Background: an optimization exercise with open tools, aiming at small area and a short achievable clock period. Do not read the settings as production practice. Where RTL was checked, it was by simulation tests only, not by an equivalence proof against the original. The RTL of runs 2 and 3 was laid out without a check of its function. No activity file was given, so power comes from the tool's default toggle rates.

==> flow/design.v, too long to show whole: its modules and the start of the top module <==
// module MAF: 2904 lines
module MAF(
    input clk,
    input  [31:0] A, B, C,
    input  [1:0]  func,
    output [63:0] Result
    );
  // ...
==> flow/flow/run.sh <==
#!/bin/bash
# Standard ORFS layout with two changes:
#  - synthesis runs `synth -noabc` (the quick generic ABC pass inside synth is
#    skipped), so extract_fa sees the RTL's XOR/majority structure and maps
#    full adders without the inverters it otherwise puts around them;
#  - extra make variables from flow/make_args.txt (e.g. the port buffer cell).
# Each tool's output goes to its own log here and under orfs/logs.
set -euo pipefail
here=$(pwd)
sed '1s/yosys synth -nofsm -noshare/yosys synth -nofsm -noshare -noabc/' synth_recipe.tcl > my_synth.tcl
grep -q -- '-noabc' my_synth.tcl
sed "s#SYNTH_SCRIPT=[^ ]*#SYNTH_SCRIPT=$here/my_synth.tcl#" standard.sh > my_standard.sh
grep -q "SYNTH_SCRIPT=$here/my_synth.tcl" my_standard.sh
extra=()
if [[ -f flow/make_args.txt ]]; then
  while IFS= read -r line; do [[ -n "$line" ]] && extra+=("$line"); done < flow/make_args.txt
fi
bash my_standard.sh "${extra[@]}" synth > synth.log 2>&1
bash my_standard.sh "${extra[@]}" finish > layout.log 2>&1
test -f out/final.def
==> flow/flow/make_args.txt <==
BUFFER_PORTS_ARGS=-buffer_cell sky130_fd_sc_hd__buf_2
==> flow/standard.sh <==
#!/bin/bash
# synth_recipe.tcl (not shown) runs the flow's synth.tcl, then flattens the netlist and writes it again
# the make line also repeats each setting of config.mk as NAME=value (left out here)
make -C /OpenROAD-flow-scripts/flow DESIGN_CONFIG=/design/flow/config.mk WORK_HOME=/design/flow/orfs CLKGATE_MAP_FILE= SYNTH_SCRIPT=/design/flow/synth_recipe.tcl "${@:-finish}"
==> flow/config.mk <==
export PLATFORM = sky130hd
export DESIGN_NAME = MAF
export DESIGN_NICKNAME = MAF
export VERILOG_FILES = /design/flow/design.v
export SDC_FILE = /design/flow/constraint.sdc
export NUM_CORES = 4
export LEC_CHECK = 0
export CAP_MARGIN = 20
export CORE_MARGIN = 2
export CORE_UTILIZATION = 55
export SETUP_SLACK_MARGIN = 4.0
export SLEW_MARGIN = 20
==> flow/constraint.sdc <==
create_clock -name core_clock -period 10.0 [get_ports {clk}]
set_input_delay 2.0000 -clock core_clock [delete_from_list [all_inputs] [get_ports {clk}]]
set_output_delay 2.0000 -clock core_clock [all_outputs]
set_load 0.01 [all_outputs]
==> impl_metrics.tcl, run 1 <==
set metrics [dict create \
    status "finished clean" \
    syn-num-nets 3428 \
    taps 622 \
    post_cts_buffers 14 \
    synth_area_leaders "fa_1, xnor2_1, a22oi_1" \
    arrival_ns 3.97 \
    relSlewSlack_pct 31.2 \
    syn_avg_cell_area_sq_um 10.0 \
    p_clk_share_pct 6.9 \
    crit_family "compound AO/OA/AOI/OAI gates" \
    cts_hold_buf 0 \
    max_stage_delay_ns 0.39 \
    cp-endpoint "Result[62]" \
    stdcell_count 3300 \
    yosys_warnings 1 \
    crit_required_ns 8.00 \
    grt_util_met2_pct 57.2 \
    layout_setup_ws_ns 4.03 \
    cts_buffer_depth 2 \
    power.density_nw_per_um2 306 \
    total_power_mw 8.95 \
    overflow 0 \
    power_leakage_nw 11.5 \
    synth_cell_types 53 \
    crit_buf_inv 2 \
    io_buffers 162 \
    drt_wl_total_um 92700 \
    rows 81 \
    yosys.area.top_type "fa_1" \
    synth_compound_area_share_pct 18.2 \
    syn_area_sq_um 26900 \
    async_reset_ff_share_pct 0 \
    cts_inserted_buffers 17 \
    period_share_pct 59.7 \
    place_congestion 0.900 \
    drc 0 \
    top_usage_layer "met2" \
    tns_ns 0 \
    p_comb_share_pct 82.3 \
    clkTransAtPathRegs_ns 0.06 \
    largest_class "multi-input gates" \
    seq_area_frac_synth_pct 8.69 \
    synthAdderAreaFrac_pct 44.3 \
    synthToLayoutAreaGrowth_pct 8.35 \
]
==> run 2, diff against run 1 <==
--- a/flow/design.v
+++ b/flow/design.v
@@ -1412,81 +1412,80 @@
     wire pg1402;
     wire pg1403;
     wire pg1404;
     wire pg1405;
     wire pg1406;
     wire pg1407;
     wire f0 = func[0];
     wire addc = func[0] ^ func[1];
-    wire [31:0] be = {B[31:1] & {31{~f0}}, B[0] | f0};
     wire [31:0] ce = C & {32{addc}};
-    wire [34:0] bx = {2'b00, be, 1'b0};
-    wire one0 = bx[1] ^ bx[0];
-    wire two0 = (bx[2] & ~bx[1] & ~bx[0]) | (~bx[2] & bx[1] & bx[0]);
-    wire neg0 = bx[2];
+    wire [34:0] bx = {2'b00, B, 1'b0};
+    wire one0 = bx[1] | f0;
+    wire two0 = bx[2] & ~bx[1] & ~f0;
+    wire neg0 = bx[2] & ~f0;
     wire [32:0] pp0 = (({1'b0, A} & {33{one0}}) | ({A, 1'b0} & {33{two0}})) ^ {33{neg0}};
-    wire one1 = bx[3] ^ bx[2];
-    wire two1 = (bx[4] & ~bx[3] & ~bx[2]) | (~bx[4] & bx[3] & bx[2]);
+    wire one1 = (bx[3] ^ bx[2]) & ~f0;
+    wire two1 = ((bx[4] & ~bx[3] & ~bx[2]) | (~bx[4] & bx[3] & bx[2])) & ~f0;
     wire neg1 = bx[4];
     wire [32:0] pp1 = (({1'b0, A} & {33{one1}}) | ({A, 1'b0} & {33{two1}})) ^ {33{neg1}};
-    wire one2 = bx[5] ^ bx[4];
-    wire two2 = (bx[6] & ~bx[5] & ~bx[4]) | (~bx[6] & bx[5] & bx[4]);
+    wire one2 = (bx[5] ^ bx[4]) & ~f0;
+    wire two2 = ((bx[6] & ~bx[5] & ~bx[4]) | (~bx[6] & bx[5] & bx[4])) & ~f0;
     wire neg2 = bx[6];
     wire [32:0] pp2 = (({1'b0, A} & {33{one2}}) | ({A, 1'b0} & {33{two2}})) ^ {33{neg2}};
-    wire one3 = bx[7] ^ bx[6];
-    wire two3 = (bx[8] & ~bx[7] & ~bx[6]) | (~bx[8] & bx[7] & bx[6]);
+    wire one3 = (bx[7] ^ bx[6]) & ~f0;
+    wire two3 = ((bx[8] & ~bx[7] & ~bx[6]) | (~bx[8] & bx[7] & bx[6])) & ~f0;
     wire neg3 = bx[8];
     wire [32:0] pp3 = (({1'b0, A} & {33{one3}}) | ({A, 1'b0} & {33{two3}})) ^ {33{neg3}};
-    wire one4 = bx[9] ^ bx[8];
-    wire two4 = (bx[10] & ~bx[9] & ~bx[8]) | (~bx[10] & bx[9] & bx[8]);
+    wire one4 = (bx[9] ^ bx[8]) & ~f0;
+    wire two4 = ((bx[10] & ~bx[9] & ~bx[8]) | (~bx[10] & bx[9] & bx[8])) & ~f0;
     wire neg4 = bx[10];
     wire [32:0] pp4 = (({1'b0, A} & {33{one4}}) | ({A, 1'b0} & {33{two4}})) ^ {33{neg4}};
-    wire one5 = bx[11] ^ bx[10];
-    wire two5 = (bx[12] & ~bx[11] & ~bx[10]) | (~bx[12] & bx[11] & bx[10]);
+    wire one5 = (bx[11] ^ bx[10]) & ~f0;
+    wire two5 = ((bx[12] & ~bx[11] & ~bx[10]) | (~bx[12] & bx[11] & bx[10])) & ~f0;
     wire neg5 = bx[12];
     wire [32:0] pp5 = (({1'b0, A} & {33{one5}}) | ({A, 1'b0} & {33{two5}})) ^ {33{neg5}};
-    wire one6 = bx[13] ^ bx[12];
-    wire two6 = (bx[14] & ~bx[13] & ~bx[12]) | (~bx[14] & bx[13] & bx[12]);
+    wire one6 = (bx[13] ^ bx[12]) & ~f0;
+    wire two6 = ((bx[14] & ~bx[13] & ~bx[12]) | (~bx[14] & bx[13] & bx[12])) & ~f0;
     wire neg6 = bx[14];
     wire [32:0] pp6 = (({1'b0, A} & {33{one6}}) | ({A, 1'b0} & {33{two6}})) ^ {33{neg6}};
-    wire one7 = bx[15] ^ bx[14];
-    wire two7 = (bx[16] & ~bx[15] & ~bx[14]) | (~bx[16] & bx[15] & bx[14]);
+    wire one7 = (bx[15] ^ bx[14]) & ~f0;
+    wire two7 = ((bx[16] & ~bx[15] & ~bx[14]) | (~bx[16] & bx[15] & bx[14])) & ~f0;
     wire neg7 = bx[16];
     wire [32:0] pp7 = (({1'b0, A} & {33{one7}}) | ({A, 1'b0} & {33{two7}})) ^ {33{neg7}};
-    wire one8 = bx[17] ^ bx[16];
-    wire two8 = (bx[18] & ~bx[17] & ~bx[16]) | (~bx[18] & bx[17] & bx[16]);
+    wire one8 = (bx[17] ^ bx[16]) & ~f0;
+    wire two8 = ((bx[18] & ~bx[17] & ~bx[16]) | (~bx[18] & bx[17] & bx[16])) & ~f0;
     wire neg8 = bx[18];
     wire [32:0] pp8 = (({1'b0, A} & {33{one8}}) | ({A, 1'b0} & {33{two8}})) ^ {33{neg8}};
-    wire one9 = bx[19] ^ bx[18];
-    wire two9 = (bx[20] & ~bx[19] & ~bx[18]) | (~bx[20] & bx[19] & bx[18]);
+    wire one9 = (bx[19] ^ bx[18]) & ~f0;
+    wire two9 = ((bx[20] & ~bx[19] & ~bx[18]) | (~bx[20] & bx[19] & bx[18])) & ~f0;
     wire neg9 = bx[20];
     wire [32:0] pp9 = (({1'b0, A} & {33{one9}}) | ({A, 1'b0} & {33{two9}})) ^ {33{neg9}};
-    wire one10 = bx[21] ^ bx[20];
-    wire two10 = (bx[22] & ~bx[21] & ~bx[20]) | (~bx[22] & bx[21] & bx[20]);
+    wire one10 = (bx[21] ^ bx[20]) & ~f0;
+    wire two10 = ((bx[22] & ~bx[21] & ~bx[20]) | (~bx[22] & bx[21] & bx[20])) & ~f0;
     wire neg10 = bx[22];
     wire [32:0] pp10 = (({1'b0, A} & {33{one10}}) | ({A, 1'b0} & {33{two10}})) ^ {33{neg10}};
-    wire one11 = bx[23] ^ bx[22];
-    wire two11 = (bx[24] & ~bx[23] & ~bx[22]) | (~bx[24] & bx[23] & bx[22]);
+    wire one11 = (bx[23] ^ bx[22]) & ~f0;
+    wire two11 = ((bx[24] & ~bx[23] & ~bx[22]) | (~bx[24] & bx[23] & bx[22])) & ~f0;
     wire neg11 = bx[24];
     wire [32:0] pp11 = (({1'b0, A} & {33{one11}}) | ({A, 1'b0} & {33{two11}})) ^ {33{neg11}};
-    wire one12 = bx[25] ^ bx[24];
-    wire two12 = (bx[26] & ~bx[25] & ~bx[24]) | (~bx[26] & bx[25] & bx[24]);
+    wire one12 = (bx[25] ^ bx[24]) & ~f0;
+    wire two12 = ((bx[26] & ~bx[25] & ~bx[24]) | (~bx[26] & bx[25] & bx[24])) & ~f0;
     wire neg12 = bx[26];
     wire [32:0] pp12 = (({1'b0, A} & {33{one12}}) | ({A, 1'b0} & {33{two12}})) ^ {33{neg12}};
-    wire one13 = bx[27] ^ bx[26];
-    wire two13 = (bx[28] & ~bx[27] & ~bx[26]) | (~bx[28] & bx[27] & bx[26]);
+    wire one13 = (bx[27] ^ bx[26]) & ~f0;
+    wire two13 = ((bx[28] & ~bx[27] & ~bx[26]) | (~bx[28] & bx[27] & bx[26])) & ~f0;
     wire neg13 = bx[28];
     wire [32:0] pp13 = (({1'b0, A} & {33{one13}}) | ({A, 1'b0} & {33{two13}})) ^ {33{neg13}};
-    wire one14 = bx[29] ^ bx[28];
-    wire two14 = (bx[30] & ~bx[29] & ~bx[28]) | (~bx[30] & bx[29] & bx[28]);
+    wire one14 = (bx[29] ^ bx[28]) & ~f0;
+    wire two14 = ((bx[30] & ~bx[29] & ~bx[28]) | (~bx[30] & bx[29] & bx[28])) & ~f0;
     wire neg14 = bx[30];
     wire [32:0] pp14 = (({1'b0, A} & {33{one14}}) | ({A, 1'b0} & {33{two14}})) ^ {33{neg14}};
-    wire one15 = bx[31] ^ bx[30];
-    wire two15 = (bx[32] & ~bx[31] & ~bx[30]) | (~bx[32] & bx[31] & bx[30]);
+    wire one15 = (bx[31] ^ bx[30]) & ~f0;
+    wire two15 = ((bx[32] & ~bx[31] & ~bx[30]) | (~bx[32] & bx[31] & bx[30])) & ~f0;
     wire neg15 = bx[32];
     wire [32:0] pp15 = (({1'b0, A} & {33{one15}}) | ({A, 1'b0} & {33{two15}})) ^ {33{neg15}};
     assign s1 = neg11 ^ ce[22];
     assign c2 = neg11 & ce[22];
     assign s3 = ce[23] ^ pp0[23];
     assign c4 = ce[23] & pp0[23];
     assign s5 = neg12 ^ ce[24] ^ pp0[24];
     assign c6 = (neg12 & ce[24]) | (neg12 & pp0[24]) | (ce[24] & pp0[24]);
@@ -1539,96 +1538,96 @@
     assign s53 = pp2[27] ^ pp3[25] ^ pp4[23];
     assign c54 = (pp2[27] & pp3[25]) | (pp2[27] & pp4[23]) | (pp3[25] & pp4[23]);
     assign s55 = pp5[21] ^ pp6[19] ^ pp7[17];
     assign c56 = (pp5[21] & pp6[19]) | (pp5[21] & pp7[17]) | (pp6[19] & pp7[17]);
     assign s57 = pp8[15] ^ pp9[13] ^ pp10[11];
     assign c58 = (pp8[15] & pp9[13]) | (pp8[15] & pp10[11]) | (pp9[13] & pp10[11]);
     assign s59 = pp11[9] ^ pp12[7];
     assign c60 = pp11[9] & pp12[7];
-    assign s61 = (A[0] & bx[32]) ^ pp0[32] ^ pp1[30];
-    assign c62 = ((A[0] & bx[32]) & pp0[32]) | ((A[0] & bx[32]) & pp1[30]) | (pp0[32] & pp1[30]);
+    assign s61 = (A[0] & (bx[32] & ~f0)) ^ pp0[32] ^ pp1[30];
+    assign c62 = ((A[0] & (bx[32] & ~f0)) & pp0[32]) | ((A[0] & (bx[32] & ~f0)) & pp1[30]) | (pp0[32] & pp1[30]);
     assign s63 = pp2[28] ^ pp3[26] ^ pp4[24];
     assign c64 = (pp2[28] & pp3[26]) | (pp2[28] & pp4[24]) | (pp3[26] & pp4[24]);
     assign s65 = pp5[22] ^ pp6[20] ^ pp7[18];
     assign c66 = (pp5[22] & pp6[20]) | (pp5[22] & pp7[18]) | (pp6[20] & pp7[18]);
     assign s67 = pp8[16] ^ pp9[14] ^ pp10[12];
     assign c68 = (pp8[16] & pp9[14]) | (pp8[16] & pp10[12]) | (pp9[14] & pp10[12]);
     assign s69 = pp11[10] ^ pp12[8];
     assign c70 = pp11[10] & pp12[8];
-    assign s71 = ~((A[1] & bx[32])) ^ ~neg0 ^ pp1[31];
-    assign c72 = (~((A[1] & bx[32])) & ~neg0) | (~((A[1] & bx[32])) & pp1[31]) | (~neg0 & pp1[31]);
+    assign s71 = ~((A[1] & (bx[32] & ~f0))) ^ ~neg0 ^ pp1[31];
+    assign c72 = (~((A[1] & (bx[32] & ~f0))) & ~neg0) | (~((A[1] & (bx[32] & ~f0))) & pp1[31]) | (~neg0 & pp1[31]);
     assign s73 = pp2[29] ^ pp3[27] ^ pp4[25];
     assign c74 = (pp2[29] & pp3[27]) | (pp2[29] & pp4[25]) | (pp3[27] & pp4[25]);
     assign s75 = pp5[23] ^ pp6[21] ^ pp7[19];
     assign c76 = (pp5[23] & pp6[21]) | (pp5[23] & pp7[19]) | (pp6[21] & pp7[19]);
     assign s77 = pp8[17] ^ pp9[15] ^ pp10[13];
     assign c78 = (pp8[17] & pp9[15]) | (pp8[17] & pp10[13]) | (pp9[15] & pp10[13]);
     assign s79 = pp11[11] ^ pp12[9];
     assign c80 = pp11[11] & pp12[9];
-    assign s81 = (A[1] & bx[32]) ^ ~((A[2] & bx[32])) ^ pp1[32];
-    assign c82 = ((A[1] & bx[32]) & ~((A[2] & bx[32]))) | ((A[1] & bx[32]) & pp1[32]) | (~((A[2] & bx[32])) & pp1[32]);
+    assign s81 = (A[1] & (bx[32] & ~f0)) ^ ~((A[2] & (bx[32] & ~f0))) ^ pp1[32];
+    assign c82 = ((A[1] & (bx[32] & ~f0)) & ~((A[2] & (bx[32] & ~f0)))) | ((A[1] & (bx[32] & ~f0)) & pp1[32]) | (~((A[2] & (bx[32] & ~f0))) & pp1[32]);
     assign s83 = pp2[30] ^ pp3[28] ^ pp4[26];
     assign c84 = (pp2[30] & pp3[28]) | (pp2[30] & pp4[26]) | (pp3[28] & pp4[26]);
     assign s85 = pp5[24] ^ pp6[22] ^ pp7[20];
     assign c86 = (pp5[24] & pp6[22]) | (pp5[24] & pp7[20]) | (pp6[22] & pp7[20]);
     assign s87 = pp8[18] ^ pp9[16] ^ pp10[14];
     assign c88 = (pp8[18] & pp9[16]) | (pp8[18] & pp10[14]) | (pp9[16] & pp10[14]);
     assign s89 = pp11[12] ^ pp12[10];
     assign c90 = pp11[12] & pp12[10];
-    assign s91 = (A[3] & bx[32]) ^ (A[2] & bx[32]) ^ ~neg1;
-    assign c92 = ((A[3] & bx[32]) & (A[2] & bx[32])) | ((A[3] & bx[32]) & ~neg1) | ((A[2] & bx[32]) & ~neg1);
+    assign s91 = (A[3] & (bx[32] & ~f0)) ^ (A[2] & (bx[32] & ~f0)) ^ ~neg1;
+    assign c92 = ((A[3] & (bx[32] & ~f0)) & (A[2] & (bx[32] & ~f0))) | ((A[3] & (bx[32] & ~f0)) & ~neg1) | ((A[2] & (bx[32] & ~f0)) & ~neg1);
     assign s93 = pp2[31] ^ pp3[29] ^ pp4[27];
     assign c94 = (pp2[31] & pp3[29]) | (pp2[31] & pp4[27]) | (pp3[29] & pp4[27]);
     assign s95 = pp5[25] ^ pp6[23] ^ pp7[21];
     assign c96 = (pp5[25] & pp6[23]) | (pp5[25] & pp7[21]) | (pp6[23] & pp7[21]);
     assign s97 = pp8[19] ^ pp9[17] ^ pp10[15];
     assign c98 = (pp8[19] & pp9[17]) | (pp8[19] & pp10[15]) | (pp9[17] & pp10[15]);
     assign s99 = pp11[13] ^ pp12[11];
     assign c100 = pp11[13] & pp12[11];
-    assign s101 = ~((A[4] & bx[32])) ^ pp2[32] ^ pp3[30];
-    assign c102 = (~((A[4] & bx[32])) & pp2[32]) | (~((A[4] & bx[32])) & pp3[30]) | (pp2[32] & pp3[30]);
+    assign s101 = ~((A[4] & (bx[32] & ~f0))) ^ pp2[32] ^ pp3[30];
+    assign c102 = (~((A[4] & (bx[32] & ~f0))) & pp2[32]) | (~((A[4] & (bx[32] & ~f0))) & pp3[30]) | (pp2[32] & pp3[30]);
     assign s103 = pp4[28] ^ pp5[26] ^ pp6[24];
     assign c104 = (pp4[28] & pp5[26]) | (pp4[28] & pp6[24]) | (pp5[26] & pp6[24]);
     assign s105 = pp7[22] ^ pp8[20] ^ pp9[18];
     assign c106 = (pp7[22] & pp8[20]) | (pp7[22] & pp9[18]) | (pp8[20] & pp9[18]);
     assign s107 = pp10[16] ^ pp11[14];
     assign c108 = pp10[16] & pp11[14];
-    assign s109 = (A[5] & bx[32]) ^ (A[4] & bx[32]) ^ ~neg2;
-    assign c110 = ((A[5] & bx[32]) & (A[4] & bx[32])) | ((A[5] & bx[32]) & ~neg2) | ((A[4] & bx[32]) & ~neg2);
+    assign s109 = (A[5] & (bx[32] & ~f0)) ^ (A[4] & (bx[32] & ~f0)) ^ ~neg2;
+    assign c110 = ((A[5] & (bx[32] & ~f0)) & (A[4] & (bx[32] & ~f0))) | ((A[5] & (bx[32] & ~f0)) & ~neg2) | ((A[4] & (bx[32] & ~f0)) & ~neg2);
     assign s111 = pp3[31] ^ pp4[29] ^ pp5[27];
     assign c112 = (pp3[31] & pp4[29]) | (pp3[31] & pp5[27]) | (pp4[29] & pp5[27]);
     assign s113 = pp6[25] ^ pp7[23] ^ pp8[21];
     assign c114 = (pp6[25] & pp7[23]) | (pp6[25] & pp8[21]) | (pp7[23] & pp8[21]);
     assign s115 = pp9[19] ^ pp10[17];
     assign c116 = pp9[19] & pp10[17];
-    assign s117 = ~((A[6] & bx[32])) ^ pp3[32] ^ pp4[30];
-    assign c118 = (~((A[6] & bx[32])) & pp3[32]) | (~((A[6] & bx[32])) & pp4[30]) | (pp3[32] & pp4[30]);
+    assign s117 = ~((A[6] & (bx[32] & ~f0))) ^ pp3[32] ^ pp4[30];
+    assign c118 = (~((A[6] & (bx[32] & ~f0))) & pp3[32]) | (~((A[6] & (bx[32] & ~f0))) & pp4[30]) | (pp3[32] & pp4[30]);
     assign s119 = pp5[28] ^ pp6[26] ^ pp7[24];
     assign c120 = (pp5[28] & pp6[26]) | (pp5[28] & pp7[24]) | (pp6[26] & pp7[24]);
     assign s121 = pp8[22] ^ pp9[20];
     assign c122 = pp8[22] & pp9[20];
-    assign s123 = (A[7] & bx[32]) ^ (A[6] & bx[32]) ^ ~neg3;
-    assign c124 = ((A[7] & bx[32]) & (A[6] & bx[32])) | ((A[7] & bx[32]) & ~neg3) | ((A[6] & bx[32]) & ~neg3);
+    assign s123 = (A[7] & (bx[32] & ~f0)) ^ (A[6] & (bx[32] & ~f0)) ^ ~neg3;
+    assign c124 = ((A[7] & (bx[32] & ~f0)) & (A[6] & (bx[32] & ~f0))) | ((A[7] & (bx[32] & ~f0)) & ~neg3) | ((A[6] & (bx[32] & ~f0)) & ~neg3);
     assign s125 = pp4[31] ^ pp5[29] ^ pp6[27];
     assign c126 = (pp4[31] & pp5[29]) | (pp4[31] & pp6[27]) | (pp5[29] & pp6[27]);
     assign s127 = pp7[25] ^ pp8[23];
     assign c128 = pp7[25] & pp8[23];
-    assign s129 = ~((A[8] & bx[32])) ^ pp4[32] ^ pp5[30];
-    assign c130 = (~((A[8] & bx[32])) & pp4[32]) | (~((A[8] & bx[32])) & pp5[30]) | (pp4[32] & pp5[30]);
+    assign s129 = ~((A[8] & (bx[32] & ~f0))) ^ pp4[32] ^ pp5[30];
+    assign c130 = (~((A[8] & (bx[32] & ~f0))) & pp4[32]) | (~((A[8] & (bx[32] & ~f0))) & pp5[30]) | (pp4[32] & pp5[30]);
     assign s131 = pp6[28] ^ pp7[26];
     assign c132 = pp6[28] & pp7[26];
-    assign s133 = (A[9] & bx[32]) ^ (A[8] & bx[32]) ^ ~neg4;
-    assign c134 = ((A[9] & bx[32]) & (A[8] & bx[32])) | ((A[9] & bx[32]) & ~neg4) | ((A[8] & bx[32]) & ~neg4);
+    assign s133 = (A[9] & (bx[32] & ~f0)) ^ (A[8] & (bx[32] & ~f0)) ^ ~neg4;
+    assign c134 = ((A[9] & (bx[32] & ~f0)) & (A[8] & (bx[32] & ~f0))) | ((A[9] & (bx[32] & ~f0)) & ~neg4) | ((A[8] & (bx[32] & ~f0)) & ~neg4);
     assign s135 = pp5[31] ^ pp6[29];
     assign c136 = pp5[31] & pp6[29];
-    assign s137 = ~((A[10] & bx[32])) ^ pp5[32];
-    assign c138 = ~((A[10] & bx[32])) & pp5[32];
-    assign s139 = (A[11] & bx[32]) ^ (A[10] & bx[32]);
-    assign c140 = (A[11] & bx[32]) & (A[10] & bx[32]);
+    assign s137 = ~((A[10] & (bx[32] & ~f0))) ^ pp5[32];
+    assign c138 = ~((A[10] & (bx[32] & ~f0))) & pp5[32];
+    assign s139 = (A[11] & (bx[32] & ~f0)) ^ (A[10] & (bx[32] & ~f0));
+    assign c140 = (A[11] & (bx[32] & ~f0)) & (A[10] & (bx[32] & ~f0));
     assign s141 = neg7 ^ ce[14];
     assign c142 = neg7 & ce[14];
     assign s143 = ce[15] ^ pp0[15];
     assign c144 = ce[15] & pp0[15];
     assign s145 = neg8 ^ ce[16] ^ pp0[16];
     assign c146 = (neg8 & ce[16]) | (neg8 & pp0[16]) | (ce[16] & pp0[16]);
     assign s147 = pp1[14] ^ pp2[12];
     assign c148 = pp1[14] & pp2[12];
@@ -1835,56 +1834,56 @@
     assign s349 = ~neg5 ^ s139 ^ pp6[31];
     assign c350 = (~neg5 & s139) | (~neg5 & pp6[31]) | (s139 & pp6[31]);
     assign s351 = pp7[29] ^ pp8[27] ^ pp9[25];
     assign c352 = (pp7[29] & pp8[27]) | (pp7[29] & pp9[25]) | (pp8[27] & pp9[25]);
     assign s353 = pp10[23] ^ pp11[21] ^ pp12[19];
     assign c354 = (pp10[23] & pp11[21]) | (pp10[23] & pp12[19]) | (pp11[21] & pp12[19]);
     assign s355 = pp13[17] ^ pp14[15] ^ pp15[13];
     assign c356 = (pp13[17] & pp14[15]) | (pp13[17] & pp15[13]) | (pp14[15] & pp15[13]);
-    assign s357 = ~((A[12] & bx[32])) ^ c140 ^ pp6[32];
-    assign c358 = (~((A[12] & bx[32])) & c140) | (~((A[12] & bx[32])) & pp6[32]) | (c140 & pp6[32]);
+    assign s357 = ~((A[12] & (bx[32] & ~f0))) ^ c140 ^ pp6[32];
+    assign c358 = (~((A[12] & (bx[32] & ~f0))) & c140) | (~((A[12] & (bx[32] & ~f0))) & pp6[32]) | (c140 & pp6[32]);
     assign s359 = pp7[30] ^ pp8[28] ^ pp9[26];
     assign c360 = (pp7[30] & pp8[28]) | (pp7[30] & pp9[26]) | (pp8[28] & pp9[26]);
     assign s361 = pp10[24] ^ pp11[22] ^ pp12[20];
     assign c362 = (pp10[24] & pp11[22]) | (pp10[24] & pp12[20]) | (pp11[22] & pp12[20]);
     assign s363 = pp13[18] ^ pp14[16];
     assign c364 = pp13[18] & pp14[16];
-    assign s365 = (A[13] & bx[32]) ^ (A[12] & bx[32]) ^ ~neg6;
-    assign c366 = ((A[13] & bx[32]) & (A[12] & bx[32])) | ((A[13] & bx[32]) & ~neg6) | ((A[12] & bx[32]) & ~neg6);
+    assign s365 = (A[13] & (bx[32] & ~f0)) ^ (A[12] & (bx[32] & ~f0)) ^ ~neg6;
+    assign c366 = ((A[13] & (bx[32] & ~f0)) & (A[12] & (bx[32] & ~f0))) | ((A[13] & (bx[32] & ~f0)) & ~neg6) | ((A[12] & (bx[32] & ~f0)) & ~neg6);
     assign s367 = pp7[31] ^ pp8[29] ^ pp9[27];
     assign c368 = (pp7[31] & pp8[29]) | (pp7[31] & pp9[27]) | (pp8[29] & pp9[27]);
     assign s369 = pp10[25] ^ pp11[23] ^ pp12[21];
     assign c370 = (pp10[25] & pp11[23]) | (pp10[25] & pp12[21]) | (pp11[23] & pp12[21]);
     assign s371 = pp13[19] ^ pp14[17];
     assign c372 = pp13[19] & pp14[17];
-    assign s373 = ~((A[14] & bx[32])) ^ pp7[32] ^ pp8[30];
-    assign c374 = (~((A[14] & bx[32])) & pp7[32]) | (~((A[14] & bx[32])) & pp8[30]) | (pp7[32] & pp8[30]);
+    assign s373 = ~((A[14] & (bx[32] & ~f0))) ^ pp7[32] ^ pp8[30];
+    assign c374 = (~((A[14] & (bx[32] & ~f0))) & pp7[32]) | (~((A[14] & (bx[32] & ~f0))) & pp8[30]) | (pp7[32] & pp8[30]);
     assign s375 = pp9[28] ^ pp10[26] ^ pp11[24];
     assign c376 = (pp9[28] & pp10[26]) | (pp9[28] & pp11[24]) | (pp10[26] & pp11[24]);
     assign s377 = pp12[22] ^ pp13[20];
     assign c378 = pp12[22] & pp13[20];
-    assign s379 = (A[15] & bx[32]) ^ (A[14] & bx[32]) ^ ~neg7;
-    assign c380 = ((A[15] & bx[32]) & (A[14] & bx[32])) | ((A[15] & bx[32]) & ~neg7) | ((A[14] & bx[32]) & ~neg7);
+    assign s379 = (A[15] & (bx[32] & ~f0)) ^ (A[14] & (bx[32] & ~f0)) ^ ~neg7;
+    assign c380 = ((A[15] & (bx[32] & ~f0)) & (A[14] & (bx[32] & ~f0))) | ((A[15] & (bx[32] & ~f0)) & ~neg7) | ((A[14] & (bx[32] & ~f0)) & ~neg7);
     assign s381 = pp8[31] ^ pp9[29] ^ pp10[27];
     assign c382 = (pp8[31] & pp9[29]) | (pp8[31] & pp10[27]) | (pp9[29] & pp10[27]);
     assign s383 = pp11[25] ^ pp12[23];
     assign c384 = pp11[25] & pp12[23];
-    assign s385 = ~((A[16] & bx[32])) ^ pp8[32] ^ pp9[30];
-    assign c386 = (~((A[16] & bx[32])) & pp8[32]) | (~((A[16] & bx[32])) & pp9[30]) | (pp8[32] & pp9[30]);
+    assign s385 = ~((A[16] & (bx[32] & ~f0))) ^ pp8[32] ^ pp9[30];
+    assign c386 = (~((A[16] & (bx[32] & ~f0))) & pp8[32]) | (~((A[16] & (bx[32] & ~f0))) & pp9[30]) | (pp8[32] & pp9[30]);
     assign s387 = pp10[28] ^ pp11[26];
     assign c388 = pp10[28] & pp11[26];
-    assign s389 = (A[17] & bx[32]) ^ (A[16] & bx[32]) ^ ~neg8;
-    assign c390 = ((A[17] & bx[32]) & (A[16] & bx[32])) | ((A[17] & bx[32]) & ~neg8) | ((A[16] & bx[32]) & ~neg8);
+    assign s389 = (A[17] & (bx[32] & ~f0)) ^ (A[16] & (bx[32] & ~f0)) ^ ~neg8;
+    assign c390 = ((A[17] & (bx[32] & ~f0)) & (A[16] & (bx[32] & ~f0))) | ((A[17] & (bx[32] & ~f0)) & ~neg8) | ((A[16] & (bx[32] & ~f0)) & ~neg8);
     assign s391 = pp9[31] ^ pp10[29];
     assign c392 = pp9[31] & pp10[29];
-    assign s393 = ~((A[18] & bx[32])) ^ pp9[32];
-    assign c394 = ~((A[18] & bx[32])) & pp9[32];
-    assign s395 = (A[19] & bx[32]) ^ (A[18] & bx[32]);
-    assign c396 = (A[19] & bx[32]) & (A[18] & bx[32]);
+    assign s393 = ~((A[18] & (bx[32] & ~f0))) ^ pp9[32];
+    assign c394 = ~((A[18] & (bx[32] & ~f0))) & pp9[32];
+    assign s395 = (A[19] & (bx[32] & ~f0)) ^ (A[18] & (bx[32] & ~f0));
+    assign c396 = (A[19] & (bx[32] & ~f0)) & (A[18] & (bx[32] & ~f0));
     assign s397 = neg4 ^ ce[8];
     assign c398 = neg4 & ce[8];
     assign s399 = ce[9] ^ pp0[9];
     assign c400 = ce[9] & pp0[9];
     assign s401 = neg5 ^ ce[10] ^ pp0[10];
     assign c402 = (neg5 & ce[10]) | (neg5 & pp0[10]) | (ce[10] & pp0[10]);
     assign s403 = pp1[8] ^ pp2[6];
     assign c404 = pp1[8] & pp2[6];
@@ -2127,40 +2126,40 @@
     assign s641 = pp15[20] ^ c392 ^ s393;
     assign c642 = (pp15[20] & c392) | (pp15[20] & s393) | (c392 & s393);
     assign s643 = ~neg9 ^ s395 ^ pp10[31];
     assign c644 = (~neg9 & s395) | (~neg9 & pp10[31]) | (s395 & pp10[31]);
     assign s645 = pp11[29] ^ pp12[27] ^ pp13[25];
     assign c646 = (pp11[29] & pp12[27]) | (pp11[29] & pp13[25]) | (pp12[27] & pp13[25]);
     assign s647 = pp14[23] ^ pp15[21] ^ c394;
     assign c648 = (pp14[23] & pp15[21]) | (pp14[23] & c394) | (pp15[21] & c394);
-    assign s649 = ~((A[20] & bx[32])) ^ c396 ^ pp10[32];
-    assign c650 = (~((A[20] & bx[32])) & c396) | (~((A[20] & bx[32])) & pp10[32]) | (c396 & pp10[32]);
+    assign s649 = ~((A[20] & (bx[32] & ~f0))) ^ c396 ^ pp10[32];
+    assign c650 = (~((A[20] & (bx[32] & ~f0))) & c396) | (~((A[20] & (bx[32] & ~f0))) & pp10[32]) | (c396 & pp10[32]);
     assign s651 = pp11[30] ^ pp12[28] ^ pp13[26];
     assign c652 = (pp11[30] & pp12[28]) | (pp11[30] & pp13[26]) | (pp12[28] & pp13[26]);
     assign s653 = pp14[24] ^ pp15[22];
     assign c654 = pp14[24] & pp15[22];
-    assign s655 = (A[21] & bx[32]) ^ (A[20] & bx[32]) ^ ~neg10;
-    assign c656 = ((A[21] & bx[32]) & (A[20] & bx[32])) | ((A[21] & bx[32]) & ~neg10) | ((A[20] & bx[32]) & ~neg10);
+    assign s655 = (A[21] & (bx[32] & ~f0)) ^ (A[20] & (bx[32] & ~f0)) ^ ~neg10;
+    assign c656 = ((A[21] & (bx[32] & ~f0)) & (A[20] & (bx[32] & ~f0))) | ((A[21] & (bx[32] & ~f0)) & ~neg10) | ((A[20] & (bx[32] & ~f0)) & ~neg10);
     assign s657 = pp11[31] ^ pp12[29] ^ pp13[27];
     assign c658 = (pp11[31] & pp12[29]) | (pp11[31] & pp13[27]) | (pp12[29] & pp13[27]);
     assign s659 = pp14[25] ^ pp15[23];
     assign c660 = pp14[25] & pp15[23];
-    assign s661 = ~((A[22] & bx[32])) ^ pp11[32] ^ pp12[30];
-    assign c662 = (~((A[22] & bx[32])) & pp11[32]) | (~((A[22] & bx[32])) & pp12[30]) | (pp11[32] & pp12[30]);
+    assign s661 = ~((A[22] & (bx[32] & ~f0))) ^ pp11[32] ^ pp12[30];
+    assign c662 = (~((A[22] & (bx[32] & ~f0))) & pp11[32]) | (~((A[22] & (bx[32] & ~f0))) & pp12[30]) | (pp11[32] & pp12[30]);
     assign s663 = pp13[28] ^ pp14[26];
     assign c664 = pp13[28] & pp14[26];
-    assign s665 = (A[23] & bx[32]) ^ (A[22] & bx[32]) ^ ~neg11;
-    assign c666 = ((A[23] & bx[32]) & (A[22] & bx[32])) | ((A[23] & bx[32]) & ~neg11) | ((A[22] & bx[32]) & ~neg11);
+    assign s665 = (A[23] & (bx[32] & ~f0)) ^ (A[22] & (bx[32] & ~f0)) ^ ~neg11;
+    assign c666 = ((A[23] & (bx[32] & ~f0)) & (A[22] & (bx[32] & ~f0))) | ((A[23] & (bx[32] & ~f0)) & ~neg11) | ((A[22] & (bx[32] & ~f0)) & ~neg11);
     assign s667 = pp12[31] ^ pp13[29];
     assign c668 = pp12[31] & pp13[29];
-    assign s669 = ~((A[24] & bx[32])) ^ pp12[32];
-    assign c670 = ~((A[24] & bx[32])) & pp12[32];
-    assign s671 = (A[25] & bx[32]) ^ (A[24] & bx[32]);
-    assign c672 = (A[25] & bx[32]) & (A[24] & bx[32]);
+    assign s669 = ~((A[24] & (bx[32] & ~f0))) ^ pp12[32];
+    assign c670 = ~((A[24] & (bx[32] & ~f0))) & pp12[32];
+    assign s671 = (A[25] & (bx[32] & ~f0)) ^ (A[24] & (bx[32] & ~f0));
+    assign c672 = (A[25] & (bx[32] & ~f0)) & (A[24] & (bx[32] & ~f0));
     assign s673 = neg2 ^ ce[4];
     assign c674 = neg2 & ce[4];
     assign s675 = ce[5] ^ pp0[5];
     assign c676 = ce[5] & pp0[5];
     assign s677 = neg3 ^ ce[6] ^ pp0[6];
     assign c678 = (neg3 & ce[6]) | (neg3 & pp0[6]) | (ce[6] & pp0[6]);
     assign s679 = pp1[4] ^ pp2[2];
     assign c680 = pp1[4] & pp2[2];
@@ -2363,28 +2362,28 @@
     assign s877 = c666 ^ pp13[30] ^ pp14[28];
     assign c878 = (c666 & pp13[30]) | (c666 & pp14[28]) | (pp13[30] & pp14[28]);
     assign s879 = pp15[26] ^ c668 ^ s669;
     assign c880 = (pp15[26] & c668) | (pp15[26] & s669) | (c668 & s669);
     assign s881 = ~neg12 ^ s671 ^ pp13[31];
     assign c882 = (~neg12 & s671) | (~neg12 & pp13[31]) | (s671 & pp13[31]);
     assign s883 = pp14[29] ^ pp15[27] ^ c670;
     assign c884 = (pp14[29] & pp15[27]) | (pp14[29] & c670) | (pp15[27] & c670);
-    assign s885 = ~((A[26] & bx[32])) ^ c672 ^ pp13[32];
-    assign c886 = (~((A[26] & bx[32])) & c672) | (~((A[26] & bx[32])) & pp13[32]) | (c672 & pp13[32]);
+    assign s885 = ~((A[26] & (bx[32] & ~f0))) ^ c672 ^ pp13[32];
+    assign c886 = (~((A[26] & (bx[32] & ~f0))) & c672) | (~((A[26] & (bx[32] & ~f0))) & pp13[32]) | (c672 & pp13[32]);
     assign s887 = pp14[30] ^ pp15[28];
     assign c888 = pp14[30] & pp15[28];
-    assign s889 = (A[27] & bx[32]) ^ (A[26] & bx[32]) ^ ~neg13;
-    assign c890 = ((A[27] & bx[32]) & (A[26] & bx[32])) | ((A[27] & bx[32]) & ~neg13) | ((A[26] & bx[32]) & ~neg13);
+    assign s889 = (A[27] & (bx[32] & ~f0)) ^ (A[26] & (bx[32] & ~f0)) ^ ~neg13;
+    assign c890 = ((A[27] & (bx[32] & ~f0)) & (A[26] & (bx[32] & ~f0))) | ((A[27] & (bx[32] & ~f0)) & ~neg13) | ((A[26] & (bx[32] & ~f0)) & ~neg13);
     assign s891 = pp14[31] ^ pp15[29];
     assign c892 = pp14[31] & pp15[29];
-    assign s893 = ~((A[28] & bx[32])) ^ pp14[32];
-    assign c894 = ~((A[28] & bx[32])) & pp14[32];
-    assign s895 = (A[29] & bx[32]) ^ (A[28] & bx[32]);
-    assign c896 = (A[29] & bx[32]) & (A[28] & bx[32]);
+    assign s893 = ~((A[28] & (bx[32] & ~f0))) ^ pp14[32];
+    assign c894 = ~((A[28] & (bx[32] & ~f0))) & pp14[32];
+    assign s895 = (A[29] & (bx[32] & ~f0)) ^ (A[28] & (bx[32] & ~f0));
+    assign c896 = (A[29] & (bx[32] & ~f0)) & (A[28] & (bx[32] & ~f0));
     assign s897 = neg1 ^ ce[2];
     assign c898 = neg1 & ce[2];
     assign s899 = ce[3] ^ pp0[3];
     assign c900 = ce[3] & pp0[3];
     assign s901 = pp0[4] ^ pp1[2] ^ pp2[0];
     assign c902 = (pp0[4] & pp1[2]) | (pp0[4] & pp2[0]) | (pp1[2] & pp2[0]);
     assign s903 = c674 ^ pp1[3] ^ pp2[1];
     assign c904 = (c674 & pp1[3]) | (c674 & pp2[1]) | (pp1[3] & pp2[1]);
@@ -2495,20 +2494,20 @@
     assign s1009 = s887 ^ c882 ^ s885;
     assign c1010 = (s887 & c882) | (s887 & s885) | (c882 & s885);
     assign s1011 = s889 ^ c888 ^ s891;
     assign c1012 = (s889 & c888) | (s889 & s891) | (c888 & s891);
     assign s1013 = c890 ^ pp15[30] ^ c892;
     assign c1014 = (c890 & pp15[30]) | (c890 & c892) | (pp15[30] & c892);
     assign s1015 = ~neg14 ^ s895 ^ pp15[31];
     assign c1016 = (~neg14 & s895) | (~neg14 & pp15[31]) | (s895 & pp15[31]);
-    assign s1017 = ~((A[30] & bx[32])) ^ c896;
-    assign c1018 = ~((A[30] & bx[32])) & c896;
-    assign s1019 = (A[31] & bx[32]) ^ (A[30] & bx[32]);
-    assign c1020 = (A[31] & bx[32]) & (A[30] & bx[32]);
+    assign s1017 = ~((A[30] & (bx[32] & ~f0))) ^ c896;
+    assign c1018 = ~((A[30] & (bx[32] & ~f0))) & c896;
+    assign s1019 = (A[31] & (bx[32] & ~f0)) ^ (A[30] & (bx[32] & ~f0));
+    assign c1020 = (A[31] & (bx[32] & ~f0)) & (A[30] & (bx[32] & ~f0));
     assign s1021 = neg0 ^ ce[0];
     assign c1022 = neg0 & ce[0];
     assign s1023 = ce[1] ^ pp0[1];
     assign c1024 = ce[1] & pp0[1];
     assign s1025 = pp0[2] ^ pp1[0] ^ s897;
     assign c1026 = (pp0[2] & pp1[0]) | (pp0[2] & s897) | (pp1[0] & s897);
     assign s1027 = c898 ^ pp1[1] ^ s899;
     assign c1028 = (c898 & pp1[1]) | (c898 & s899) | (pp1[1] & s899);
==> impl_metrics.tcl, run 2 <==
set metrics [dict create \
    top_layer "met5" \
    synth_compound_area_share_pct 18.1 \
    final_util_pct 62.0 \
    synth_simple_gate_area_share_pct 4.37 \
    slowest_stage "o21ai_1" \
    min_delay_path_depth 4 \
    crit_buf_inv 1 \
    drive_above_1_share_pct 16.2 \
    vias 22200 \
    grt_pass1_vias 23600 \
    crit_family "compound AO/OA/AOI/OAI gates" \
    hp-class "in2reg" \
    ys.flop_type "dfxtp_1" \
    cts_hold_buf 0 \
    yosys_warnings 1 \
    overflow 0 \
    tns_ns 0 \
    layout_commonest_cell "xnor2_1" \
    synthAdderAreaFrac_pct 44.7 \
    cts_sinks 117 \
    holdCritStartpoint "C[0]" \
    synth_area_leaders "fa_1, xnor2_1, a22oi_1" \
    hold_end "r_lo[0]" \
    die-width_um 224 \
    synth_seq_cells 117 \
    max_stage_delay_ns 0.50 \
    yosys.area.top_type "fa_1" \
    crit_top_cell "fa_2" \
    fillCellCount 4077 \
    synth_top_family_by_area "adder cells" \
    syn_area_sq_um 26700 \
    total_power_mw 9.65 \
    cts-root-buf "clkbuf_16" \
    crit_fanout 6 \
    wl_met1_um 37500 \
    placed_area_sq_um 28000 \
    drv_cap 0 \
    synth_most_common_cell "xnor2_1" \
    synth_edf_count 0 \
    clkTransAtPathRegs_ns 0.06 \
    rows 80 \
    seq_area_frac_synth_pct 8.76 \
    initial_core_util_pct 55.9 \
    htreeDepth 4 \
    cts_tree "done" \
    hpwl_um 65500 \
    routed_via_density 6.80 \
    fin_crit_ns 5.95 \
    setup_viol 0 \
    syn_avg_cell_area_sq_um 10.2 \
    grt_pass1_wl_um 146000 \
    cts_inserted_buffers 17 \
    power.density_nw_per_um2 325 \
    wl_met2_um 43700 \
    max_freq_mhz 168 \
    startpoint_type "flip-flop" \
    grt_use_total_pct 39.4 \
    async_reset_ff_share_pct 0 \
    rsz0062_at_grt "yes" \
    relSlewSlack_pct 21.2 \
    pin_count 163 \
    place_congestion 0.919 \
    synthMuxAreaShare_pct 0 \
    criticalPathCategory "reg2out" \
    irDropWorstVdd_mv 0.326 \
    fin_nets 3375 \
    firstDrtPassIters 9 \
    drtIter0Drc 2875 \
    endpoint_kind "output port" \
    ant_nets 0 \
    die_h_um 224 \
    status "finished clean" \
    final_area_sq_um 29700 \
    hold_viol_final 0 \
    syn-num-nets 3373 \
    cts_buffer_depth 2 \
    syn_inst 2631 \
    synthToLayoutAreaGrowth_pct 10.9 \
    synthXorXnorAreaFrac_pct 18.3 \
    worst_pin_slew_ns 1.18 \
    synth_cell_types 56 \
    final_cell_mix "xnor2_1, fa_1, a22oi_1" \
    route.met3.wl_um 12500 \
    synth_top_area_share_pct 38.9 \
    coreArea_sq_um 47800 \
    die-area_sq_um 50400 \
    wire_per_inst_um 30.2 \
    arrival_ns 3.95 \
    drc 0 \
    crit_start "r_c" \
    antenna_found_initial 7 \
    period_share_pct 59.5 \
    netlist_top_cells_count "xnor2_1, fa_1, a22oi_1" \
    path_cells "fa_2 -> fa_2 -> a211oi_2 -> o211ai_4 -> a21oi_4 -> nor4_4 -> o21ai_1 -> o21ai_2 -> a21boi_1 -> o21ai_0 -> xnor2_1 -> buf_2" \
    io_buffers 162 \
    crit_required_ns 8.00 \
    maxSlewViolCount 0 \
    largest_registers "r_a (52), r_b (52), r_lo (12)" \
    grt_max_degree 56 \
    drt_wl_total_um 98500 \
    power_leakage_nw 11.2 \
]
==> run 2: report_power, final <==
group	internal [mW]	switching (mW)	leakage, nW
clock	0.372	0.256	0.287
sequential	0.895	0.102	0.987
combinational	3.65	4.37	9.96
==> run 2: per-layer routing <==
layer,vias to the layer above,track usage (%)
li1,8926,-
met1,11300,51.6
met2,1644,59.3
met3,344,13.3
met4,6,18.2
met5,-,0
==> run 2: worst min-delay path, cell delays in order <==
cell and delay [ns]:
buf_2 0.07, and2_1 0.12, ha_1 0.14, ha_1 0.12
==> run 2: how the worst max path moves through the flow <==
stage | end | slack [ns] | cells past startpoint
2_1_floorplan | r_b[23] | 3.92 | 14
3_3_place_gp | r_b[24] | 2.70 | 12
3_5_place_dp | r_b[24] | 2.61 | 12
4_1_cts | Result[63] | 3.87 | 13
5_1_grt | Result[63] | 3.92 | 14
6_report | Result[59] | 4.05 | 12
==> run 2: layout make-up <==
cell class	instances	area (sq um)	share of cell area [%]
clock inverters	14	151	0.511
multi-input cells	2109	23400	78.8
repair buffers	289	2200	7.42
well taps	615	769	2.59
diodes	2	5.00	0.0169
clock buffers	18	439	1.48
inverters	99	390	1.32
flip-flops and latches	117	2340	7.90
==> run 2: logic make-up after synthesis <==
group,count (synthesis)
xor gates and xnor gates,559
and+or+nand+nor,233
adders and majority gates,643
buffers and inverters,407
AOI/OAI and AO/OA,672
DFF,117
==> run 2: timing repair <==
item / CTS / global route
cloned: 2 / 7
resized for setup: 77 / 38
pin swaps: 22 / 28
buffers inserted: 23 / 23
setup endpoints to repair: 96 / 57
==> run 2: through the flow <==
stage	setup WS [ns]	hold WS (ns)	cells
after detailed placement	2.61	2.39	3174
final	4.05	1.97	3263
after global routing	3.92	2.00	3261
after global placement	2.70	2.40	3174
after CTS	3.87	1.95	3231
after floorplan	3.92	2.30	2631
==> run 3, diff against run 2 <==
--- a/flow/config.mk
+++ b/flow/config.mk
@@ -8,5 +8,5 @@
 export CAP_MARGIN = 20
 export CORE_MARGIN = 2
 export CORE_UTILIZATION = 55
-export SETUP_SLACK_MARGIN = 4.0
+export SETUP_SLACK_MARGIN = 4.2
 export SLEW_MARGIN = 20
==> impl_metrics.tcl, run 3 <==
set metrics [dict create \
    drv_cap 0 \
    rsz0062_at_grt "yes" \
    clkTransAtPathRegs_ns 0.07 \
    ant_nets 0 \
    cts-root-buf "clkbuf_16" \
    async_reset_ff_share_pct 0 \
    p_clk_share_pct 6.2 \
    hold_viol_final 0 \
    syn_avg_cell_area_sq_um 10.2 \
    holdWs_ns 1.93 \
    largest_registers "r_a (52), r_b (52), r_lo (12)" \
    pin_count 163 \
    p_comb_share_pct 83.8 \
    endpoint_kind "output port" \
    antenna_found_initial 5 \
    grt_pass1_vias 23700 \
    layout_setup_ws_ns 4.06 \
    synth_seq_cells 117 \
    wire_per_inst_um 30.0 \
    setup_viol 0 \
    p_sw_mw 4.84 \
    fin_crit_ns 5.94 \
    synth_edf_count 0 \
    die_h_um 224 \
    cts_sinks 117 \
    criticalPathCategory "reg2out" \
    rows 80 \
    synthToLayoutAreaGrowth_pct 17.8 \
    routed_via_density 6.81 \
    synth_most_common_cell "xnor2_1" \
    status "finished clean" \
    yosys.area.top_type "fa_1" \
    drt_wl_total_um 101000 \
    drtIter0Drc 3237 \
    intPower_mw 5.13 \
    final_util_pct 65.8 \
    arrival_ns 3.94 \
    place_ws_ns 2.84 \
    die-area_sq_um 50400 \
    layout_commonest_cell "xnor2_1" \
    cts_tree "done" \
    drive_above_1_share_pct 23.2 \
    hp-class "in2reg" \
    synth_cell_types 56 \
    power.density_nw_per_um2 317 \
    cts_inserted_buffers 17 \
    startpoint_type "flip-flop" \
    syn_area_sq_um 26700 \
    tns_ns 0 \
    htreeDepth 4 \
    overflow 0 \
    p_sw_share_pct 48.5 \
    netlist_top_cells_count "xnor2_1, fa_1, a22oi_1" \
    relSlewSlack_pct 29.7 \
    grt_use_total_pct 40.2 \
    vias 22900 \
    cp-endpoint "Result[50]" \
    crit_start "r_c" \
    die-width_um 224 \
    coreArea_sq_um 47800 \
    synth_area_leaders "fa_1, xnor2_1, a22oi_1" \
    firstDrtPassIters 6 \
    drc 0 \
    crit_required_ns 8.00 \
    syn_inst 2631 \
    path_cells "fa_2 -> fa_2 -> a211oi_4 -> o211ai_4 -> a21oi_4 -> nor4_4 -> or2_4 -> a21oi_4 -> buf_12 -> inv_8 -> a221o_1 -> a21oi_2 -> xnor2_1 -> buf_2" \
    cts_hold_buf 0 \
    fin_nets 3472 \
    grt_max_degree 36 \
    syn-num-nets 3373 \
    max_freq_mhz 168 \
    worst_pin_slew_ns 1.05 \
    ys.flop_type "dfxtp_1" \
    io_buffers 162 \
    final_cell_mix "xnor2_1, a22oi_1, fa_1" \
    power_leakage_nw 12.0 \
    grt_pass1_wl_um 149000 \
    irDropWorstVdd_mv 0.379 \
    hpwl_um 65400 \
    maxSlewViolCount 0 \
    yosys_warnings 1 \
    power_frac_seq_pct 10.0 \
    seq_area_frac_synth_pct 8.76 \
    max_stage_delay_ns 0.39 \
    place_congestion 0.960 \
    cts_buffer_depth 2 \
    slowest_stage "fa_2" \
    period_share_pct 59.4 \
    initial_core_util_pct 55.9 \
    synth_top_area_share_pct 38.9 \
    crit_fanout 4 \
]
[run 3: power by group through the flow]
stage                     combinational (mW)  sequential (mW)  clock, mW
after floorplan                         5.40            0.984          0
after detailed placement                7.83             1.00          0
after global placement                  7.63            0.998          0
after global routing                    9.37             1.02      0.650
after CTS                               8.23            0.997      0.633
final                                   8.36            0.994      0.617
[run 3: layer usage]
metal / vias up / GRT usage [%] / part of all wire, %
met2: 1746 / 60.5 / 44
met3: 383 / 13.4 / 13
met1: 11600 / 52.3 / 37
met4: 6 / 19.5 / 5.3
li1: 9136 / - / -
met5: - / 0 / 0.040
[run 3: how the worst min path moves through the flow]
stage / startpoint / to / slack (ns) / depth (start not counted)
2_1_floorplan: r_lo[0] / Result[0] / 2.30 / 0
3_3_place_gp: r_lo[8] / Result[8] / 2.40 / 1
3_5_place_dp: r_lo[4] / Result[4] / 2.39 / 1
4_1_cts: C[0] / r_lo[0] / 1.96 / 4
5_1_grt: B[31] / r_b[51] / 1.92 / 3
6_report: B[31] / r_b[51] / 1.93 / 3
[run 3: final cells by class]
type / instances / area [sq um]
multi-input cells: 2112 / 23800
fillers: 3777 / 16400
repair buffers: 383 / 3530
flip-flops and latches: 117 / 2340
well taps: 615 / 769
clock buffers: 18 / 439
inverters: 99 / 424
clock inverters: 14 / 128
diodes: 2 / 5.00
[run 3: timing repair]
item                                    4_1_cts  5_1_grt
gates resized for setup                     154      123
pin swaps                                    68      139
buffers inserted                             54       75
endpoints found under the setup margin      114       70
gates cloned                                 15        7
[run 3: cell families after synthesis]
logic type	after synthesis	share of synthesized area [%]
buf+inv	407	5.75
flops	117	8.76
compound gates	672	18.1
simple gates	233	4.37
xor+xnor	559	18.3
fa+ha+maj	643	44.7
[run 3: per-stage QoR]
stage	instances	total power, mW	instance area, sq um
6_report	3360	9.97	31500
3_5_place_dp	3175	8.83	28100
3_3_place_gp	3175	8.63	28100
2_1_floorplan	2631	6.38	27400
5_1_grt	3358	11.0	31500
4_1_cts	3276	9.86	30200
[run 3: worst max-delay path, delay by kind of cell, from the launching register on]
family,cells,cell delay [ns]
and+or+nand+nor,2,0.37
xor gates and xnor gates,1,0.16
adders and majority gates,2,0.77
AOI/OAI and AO/OA,6,1.42
DFF,1,0.32
buffers and inverters,3,0.37

==> afterwards: timing with drivers on the ports <==
In the flow no input, the clock included, has a driving cell. The finished layouts below were timed again as built, in two steps. Step 1, drivers: a clkbuf_16 drives clk and a buf_2 each remaining input, both assumed. Step 2, shift: input delay + t, output delay - t, t = (earliest + latest rising clock arrival at the registers) / 2. This alone moves slack from input paths to output paths. Slacks: ideal ports / drivers / drivers and shift; pairs: ideal ports / drivers.
run | shift t [ns] | setup slack, ns | worst slew at a driven data input, ns | pins driven straight from the clock port
run 1 | 0.546 | 4.031 / 3.971 / 3.529 | 0.08 | 1
run 2 | 0.552 | 4.048 / 3.983 / 3.508 | 0.12 | 1
run 3 | 0.559 | 4.063 / 4.004 / 3.482 | 0.19 | 1
After both steps every run listed still meets setup and hold. The setup slack of run 3, which loses most, moves by -0.059 ns with the drivers and by -0.581 ns with both steps.
